This is an optimization exercise on Yosys and OpenROAD, whose aim is small area and a short achievable clock period, not a production implementation.
At most, simulation tests tie the RTL to the original design; equivalence was not proved.
Power figures rest on the tool's default switching activity, not on a simulated workload. No driver is modelled on the clock port, so clocking that relies on it looks cheaper here than on a real chip.

==> run H <==
// Scrambler
module Scrambler(
  input         clock,
  input         reset,
  input  [63:0] io_in,
  output [63:0] io_out
);
clock: 6.0 ns
lec_check: 0
cap_margin: 20
core_margin: 2
core_utilization: 65
cts_cluster_diameter: 60
cts_cluster_size: 24
setup_slack_margin: 2.5
slew_margin: 20
synth_hierarchical: 1
synth_minimum_keep_size: 0
tns_end_percent: 5
run.sh (not shown) runs the stock make flow with config.mk's settings and CLKGATE_MAP_FILE= SYNTH_SCRIPT=/design/flow/synth_recipe.tcl, a recipe that flattens the netlist after the stock synthesis.
==> inputs of run B, as changes to run H <==
CTS_CLUSTER_DIAMETER = 80   (was 60)
CTS_CLUSTER_SIZE = 32   (was 24)
==> notes.md <==
- Seq/total area: 70.21%
- Setup slack after layout: 1421 ps
- Clock buf/inv share: 3.373%
- Hold Startpoint: q14[3]$_DFF_P_
- Crit path cell chain: clkdlybuf4s15_2 > nor2_2 > o21ai_1 > a21oi_2 > o21ai_2 > a21oi_4 > buf_12 > o21ai_4 > buf_12 > buf_12 > buf_16 > a21oi_4 > o21ai_2 > xor2_2 > buf_2
- Clock skew: 20.59 ps
- Clock Pin Slew Worst Setup and Hold Paths: 110 ps
- Finished Cell Area: 0.04218 mm²
- Vias in the first global route: 18,160
- Fin Hold WS: 317.3 ps
- Post-CTS setup buffer count: 54
- PD cells: 367.0 mW/mm²
- Outcome: no timing/DRC/antenna violations
- DR WL/cell: 16.69 µm
- Via count: 18,340
- Non-filler instance count after layout: 3,694
- Peak VDD IR: 307.3 µV
- Total GRT Usage: 20.67%
- Slowest Stage Delay on Critical Path: 220 ps
[end of results for run B]
==> notes.md <==
- Setup slack after layout: 1407 ps
- Via count: 18,510
- Post-CTS setup buffer count: 57
- Fin Hold WS: 316.6 ps
- PD cells: 381.3 mW/mm²
- WL met2: 27,830 µm
- Final setup viols: 0
- Vias in the first global route: 18,490
- Clock skew: 21.63 ps
- Peak VDD IR: 311.2 µV
- Non-filler instance count after layout: 3,733
- Clock buf/inv share: 4.867%
- Clock Pin Slew Worst Setup and Hold Paths: 80 ps
- DR WL/cell: 16.74 µm
- Crit path cell chain: buf_2 > nor2_4 > nor2_4 > a21oi_4 > o21ai_2 > a21oi_4 > buf_12 > o21ai_4 > buf_12 > buf_12 > buf_16 > a21oi_4 > o21ai_2 > xor2_2 > buf_2
- Outcome: no timing/DRC/antenna violations
- Slowest Stage Delay on Critical Path: 270 ps
[end of results for run H]
No run of this note included a check of the RTL's function; only the layout flow was run.

---

==> run a: inputs <==
Another version of the RTL of Scrambler (not shown whole).
export LEC_CHECK = 0
export CAP_MARGIN = 20
export CORE_MARGIN = 2
export CORE_UTILIZATION = 65
export CTS_CLUSTER_DIAMETER = 80
export CTS_CLUSTER_SIZE = 32
export SETUP_SLACK_MARGIN = 2.5
export SLEW_MARGIN = 20
export SYNTH_HIERARCHICAL = 1
export SYNTH_MINIMUM_KEEP_SIZE = 0
export TNS_END_PERCENT = 5
create_clock -name core_clock -period 6.0 [get_ports {clock}]
standard.sh (not shown) runs the stock make flow with config.mk's settings and CLKGATE_MAP_FILE= SYNTH_SCRIPT=/design/flow/synth_recipe.tcl, a recipe that flattens the netlist after the stock synthesis.
==> flow/flow/run.sh <==
#!/bin/bash
# Layout flow: the standard flow (standard.sh, the ORFS make targets), run
# in two steps.
#  - Synthesis is the standard one, with ABC told that each gate drives a
#    1 fF load (ABC_LOAD_IN_FF=1; sky130hd's default is 5).  The design's
#    adders are written as one-gate modules that synthesis maps one at a
#    time, and with the default load ABC maps each to a larger drive
#    strength (a21oi_2 for an and-or-invert gate) than most of them need;
#    the resizer later upsizes the gates that timing needs.  The registers
#    are the same as the standard synthesis's.
#  - The port buffers that buffer_ports inserts are plain buffers (buf_2)
#    rather than the delay cell it would pick on its own.
#  - The resizer may swap a cell for one of another footprint
#    (MATCH_CELL_FOOTPRINT=0; sky130hd's platform config sets it to 1).
# Each step's full output goes to its own log file in the work folder.
set -euo pipefail
bash standard.sh ABC_LOAD_IN_FF=1 synth > run_synth.log 2>&1
bash standard.sh "BUFFER_PORTS_ARGS=-buffer_cell sky130_fd_sc_hd__buf_2" \
  MATCH_CELL_FOOTPRINT=0 finish > run_layout.log 2>&1
==> inputs of run b, as changes to run a <==
==> flow/flow/run.sh (replaced) <==
#!/bin/bash
# Layout flow: the standard flow (standard.sh, the ORFS make targets), run
# in two steps.  Synthesis is the standard one, unchanged.  The rest of the
# layout differs from the standard flow in these settings only:
#  - the pins are placed by flow/io.tcl (ORFS IO_CONSTRAINTS): io_in[i] and
#    io_out[i] side by side along the bottom edge in bit order, so that the
#    adder between them can be placed compactly;
#  - the port buffers that buffer_ports inserts are plain buffers (buf_2)
#    rather than the delay cell it would pick on its own;
#  - the resizer may swap a cell for one of another footprint
#    (MATCH_CELL_FOOTPRINT=0; sky130hd's platform config sets it to 1).
# Each step's full output goes to its own log file in the work folder.
set -euo pipefail
here=$(pwd)
bash standard.sh synth > run_synth.log 2>&1
bash standard.sh "IO_CONSTRAINTS=$here/flow/io.tcl" IO_PIN_STEP=2 \
  "BUFFER_PORTS_ARGS=-buffer_cell sky130_fd_sc_hd__buf_2" \
  MATCH_CELL_FOOTPRINT=0 finish > run_layout.log 2>&1
==> flow/flow/io.tcl (new file) <==
# Pin placement, sourced at the end of floorplanning (ORFS IO_CONSTRAINTS).
# io_in[i] and io_out[i] sit side by side along the bottom edge, in bit order
# (bit 0 at the left), so that the io_in -> io_out adder can be placed as a
# compact strip next to its pins.  clock and reset go on the left edge.
set die [ord::get_die_area]
set W [expr {[lindex $die 2] - [lindex $die 0]}]
set H [expr {[lindex $die 3] - [lindex $die 1]}]
set pitch 0.46
set offset 0.23
set step $::env(IO_PIN_STEP)
set n 128
set span [expr {($n - 1) * $step * $pitch}]
set k [expr {int((($W - $span) / 2.0 - $offset) / $pitch)}]
for {set i 0} {$i < 64} {incr i} {
  foreach p [list "io_in\[$i\]" "io_out\[$i\]"] {
    place_pin -pin_name $p -layer met2 \
      -location [list [expr {$offset + $k * $pitch}] 0.242] -force_to_die_boundary
    incr k $step
  }
}
# the left edge's horizontal pins use met3 on a 0.68 um pitch (offset 0.34)
set row [expr {int(($H / 2.0 - 0.34) / 0.68)}]
place_pin -pin_name clock -layer met3 \
  -location [list 0.4 [expr {0.34 + $row * 0.68}]] -force_to_die_boundary
place_pin -pin_name reset -layer met3 \
  -location [list 0.4 [expr {0.34 + ($row + 8) * 0.68}]] -force_to_die_boundary
Settings changed: CORE_UTILIZATION 65 to 72.
==> inputs of run c, as changes to run a <==
==> flow/flow/run.sh (replaced) <==
#!/bin/bash
# Layout flow: the standard flow (standard.sh, the ORFS make targets), run
# in two steps.  Synthesis is the standard one, unchanged.  The rest of the
# layout differs from the standard flow in two settings only:
#  - the port buffers that buffer_ports inserts are plain buffers (buf_2)
#    rather than the delay cell it would pick on its own, and
#  - the resizer may swap a cell for one of another footprint
#    (MATCH_CELL_FOOTPRINT=0; sky130hd's platform config sets it to 1).
# Each step's full output goes to its own log file in the work folder.
set -euo pipefail
bash standard.sh synth > run_synth.log 2>&1
bash standard.sh "BUFFER_PORTS_ARGS=-buffer_cell sky130_fd_sc_hd__buf_2" \
  MATCH_CELL_FOOTPRINT=0 finish > run_layout.log 2>&1
==> inputs of run d, as changes to run a <==
==> flow/flow/run.sh (replaced) <==
#!/bin/bash
# Layout flow: the standard flow (standard.sh, the ORFS make targets), run
# in two steps.  Synthesis is the standard one, unchanged.  The rest of the
# layout differs from the standard flow in these settings only:
#  - the pins are placed by flow/io.tcl (ORFS IO_CONSTRAINTS): io_in[i] and
#    io_out[i] side by side along the bottom edge in bit order, so that the
#    adder between them can be placed compactly;
#  - the port buffers that buffer_ports inserts are plain buffers (buf_2)
#    rather than the delay cell it would pick on its own;
#  - the resizer may swap a cell for one of another footprint
#    (MATCH_CELL_FOOTPRINT=0; sky130hd's platform config sets it to 1).
# Each step's full output goes to its own log file in the work folder.
set -euo pipefail
here=$(pwd)
bash standard.sh synth > run_synth.log 2>&1
bash standard.sh "IO_CONSTRAINTS=$here/flow/io.tcl" IO_PIN_STEP=2 \
  "BUFFER_PORTS_ARGS=-buffer_cell sky130_fd_sc_hd__buf_2" \
  MATCH_CELL_FOOTPRINT=0 finish > run_layout.log 2>&1
==> flow/flow/io.tcl (new file) <==
# Pin placement, sourced at the end of floorplanning (ORFS IO_CONSTRAINTS).
# io_in[i] and io_out[i] sit side by side along the bottom edge, in bit order
# (bit 0 at the left), so that the io_in -> io_out adder can be placed as a
# compact strip next to its pins.  clock and reset go on the left edge.
set die [ord::get_die_area]
set W [expr {[lindex $die 2] - [lindex $die 0]}]
set H [expr {[lindex $die 3] - [lindex $die 1]}]
set pitch 0.46
set offset 0.23
set step $::env(IO_PIN_STEP)
set n 128
set span [expr {($n - 1) * $step * $pitch}]
set k [expr {int((($W - $span) / 2.0 - $offset) / $pitch)}]
for {set i 0} {$i < 64} {incr i} {
  foreach p [list "io_in\[$i\]" "io_out\[$i\]"] {
    place_pin -pin_name $p -layer met2 \
      -location [list [expr {$offset + $k * $pitch}] 0.242] -force_to_die_boundary
    incr k $step
  }
}
# the left edge's horizontal pins use met3 on a 0.68 um pitch (offset 0.34)
set row [expr {int(($H / 2.0 - 0.34) / 0.68)}]
place_pin -pin_name clock -layer met3 \
  -location [list 0.4 [expr {0.34 + $row * 0.68}]] -force_to_die_boundary
place_pin -pin_name reset -layer met3 \
  -location [list 0.4 [expr {0.34 + ($row + 8) * 0.68}]] -force_to_die_boundary
==> reports/metrics.yaml <==
routing:
  drt_iter0_drc: 803
pwr:
  seq-power_mw: 10.8
  power.total_mw: 15.4
  comb_power_mw: 0.313
sta:
  whs_ns: 0.328
  min_period_over_period: 0.727
logic_synthesis:
  synth.distinct_cells: 17
  synthXorXnorAreaFrac: 0.0626
layout:
  fill_cells: 2726
  clock_buffers: 54
  n_antenna_cell: 8
place:
  hpwl_um: 43200
worst_setup_path:
  crit_buf_inv: 4
  crit_start: "io_in[10]"
  slowest_delay_ns: 0.26
outcome:
  status: "no timing/DRC/antenna violations"
clock_tree:
  clkTransAtPathRegs_ns: 0.11
grt:
  grt_max_degree: 65
# the run above: run b

==> reports/metrics.yaml <==
outcome:
  status: "no timing/DRC/antenna violations"
worst_setup_path:
  crit_buf_inv: 5
  crit_start: "io_in[6]"
  slowest_delay_ns: 0.29
routing:
  drt_iter0_drc: 633
logic_synthesis:
  synth.distinct_cells: 17
  synthXorXnorAreaFrac: 0.0626
place:
  hpwl_um: 31200
sta:
  whs_ns: 0.315
pwr:
  comb_power_mw: 0.270
  power.total_mw: 15.2
  seq-power_mw: 10.7
layout:
  n_antenna_cell: 2
  clock_buffers: 53
grt:
  grt_max_degree: 48
# the run above: run c

==> reports/metrics.yaml <==
worst_setup_path:
  crit_buf_inv: 4
outcome:
  status: "no timing/DRC/antenna violations"
routing:
  drt_iter0_drc: 841
pwr:
  comb_power_mw: 0.257
  power.total_mw: 15.2
  seq-power_mw: 10.7
place:
  hpwl_um: 31400
sta:
  whs_ns: 0.323
clock_tree:
  clkTransAtPathRegs_ns: 0.10
grt:
  grt_max_degree: 48
layout:
  fill_cells: 3771
logic_synthesis:
  synthXorXnorAreaFrac: 0.0630
# the run above: run a

==> reports/metrics.yaml <==
pwr:
  power.total_mw: 15.5
  comb_power_mw: 0.293
layout:
  fill_cells: 3589
  clock_buffers: 56
worst_setup_path:
  crit_buf_inv: 3
  crit_start: "io_in[5]"
  slowest_delay_ns: 0.34
sta:
  whs_ns: 0.326
  min_period_over_period: 0.728
clock_tree:
  clkTransAtPathRegs_ns: 0.11
place:
  hpwl_um: 42200
grt:
  grt_max_degree: 66
logic_synthesis:
  synthXorXnorAreaFrac: 0.0626
  synth.distinct_cells: 17
outcome:
  status: "no timing/DRC/antenna violations"
routing:
  drt_iter0_drc: 654
# the run above: run d

## port drivers added, routing unchanged
How much do the figures lean on ideal ports? The routed layouts below were timed once more, with nothing changed but the port constraints. Step 1 sets driving cells, clkbuf_16 on the clock port and buf_2 on the other inputs (assumed; they add their load-dependent delay and slew). Step 2 times the ports against the registers' clock, not the clock port: input delays grow and output delays shrink by t, the midpoint of the rising clock arrivals with the driver on. a / b / c = ideal ports / drivers / drivers and shift; a / b = the first two.
| run | t (ns) | setup WS [ns] | pins driven straight from the clock port |
|---|---|---|---|
| run H of note 1 | 0.678 | 1.407 / 1.380 / 1.380 | 1 |
| run B of note 1 | 0.690 | 1.421 / 1.382 / 1.382 | 1 |
| run a of note 2 | 0.673 | 1.481 / 1.457 / 1.457 | 1 |
| run b of note 2 | 0.672 | 1.637 / 1.577 / 1.577 | 1 |
| run c of note 2 | 0.685 | 1.486 / 1.466 / 1.466 | 1 |
| run d of note 2 | 0.663 | 1.630 / 1.577 / 1.577 | 1 |
After both steps setup and hold are still met in every run listed. The setup slack of run b of note 2, which loses most, moves by -0.060 ns with the drivers and by -0.060 ns with both steps.
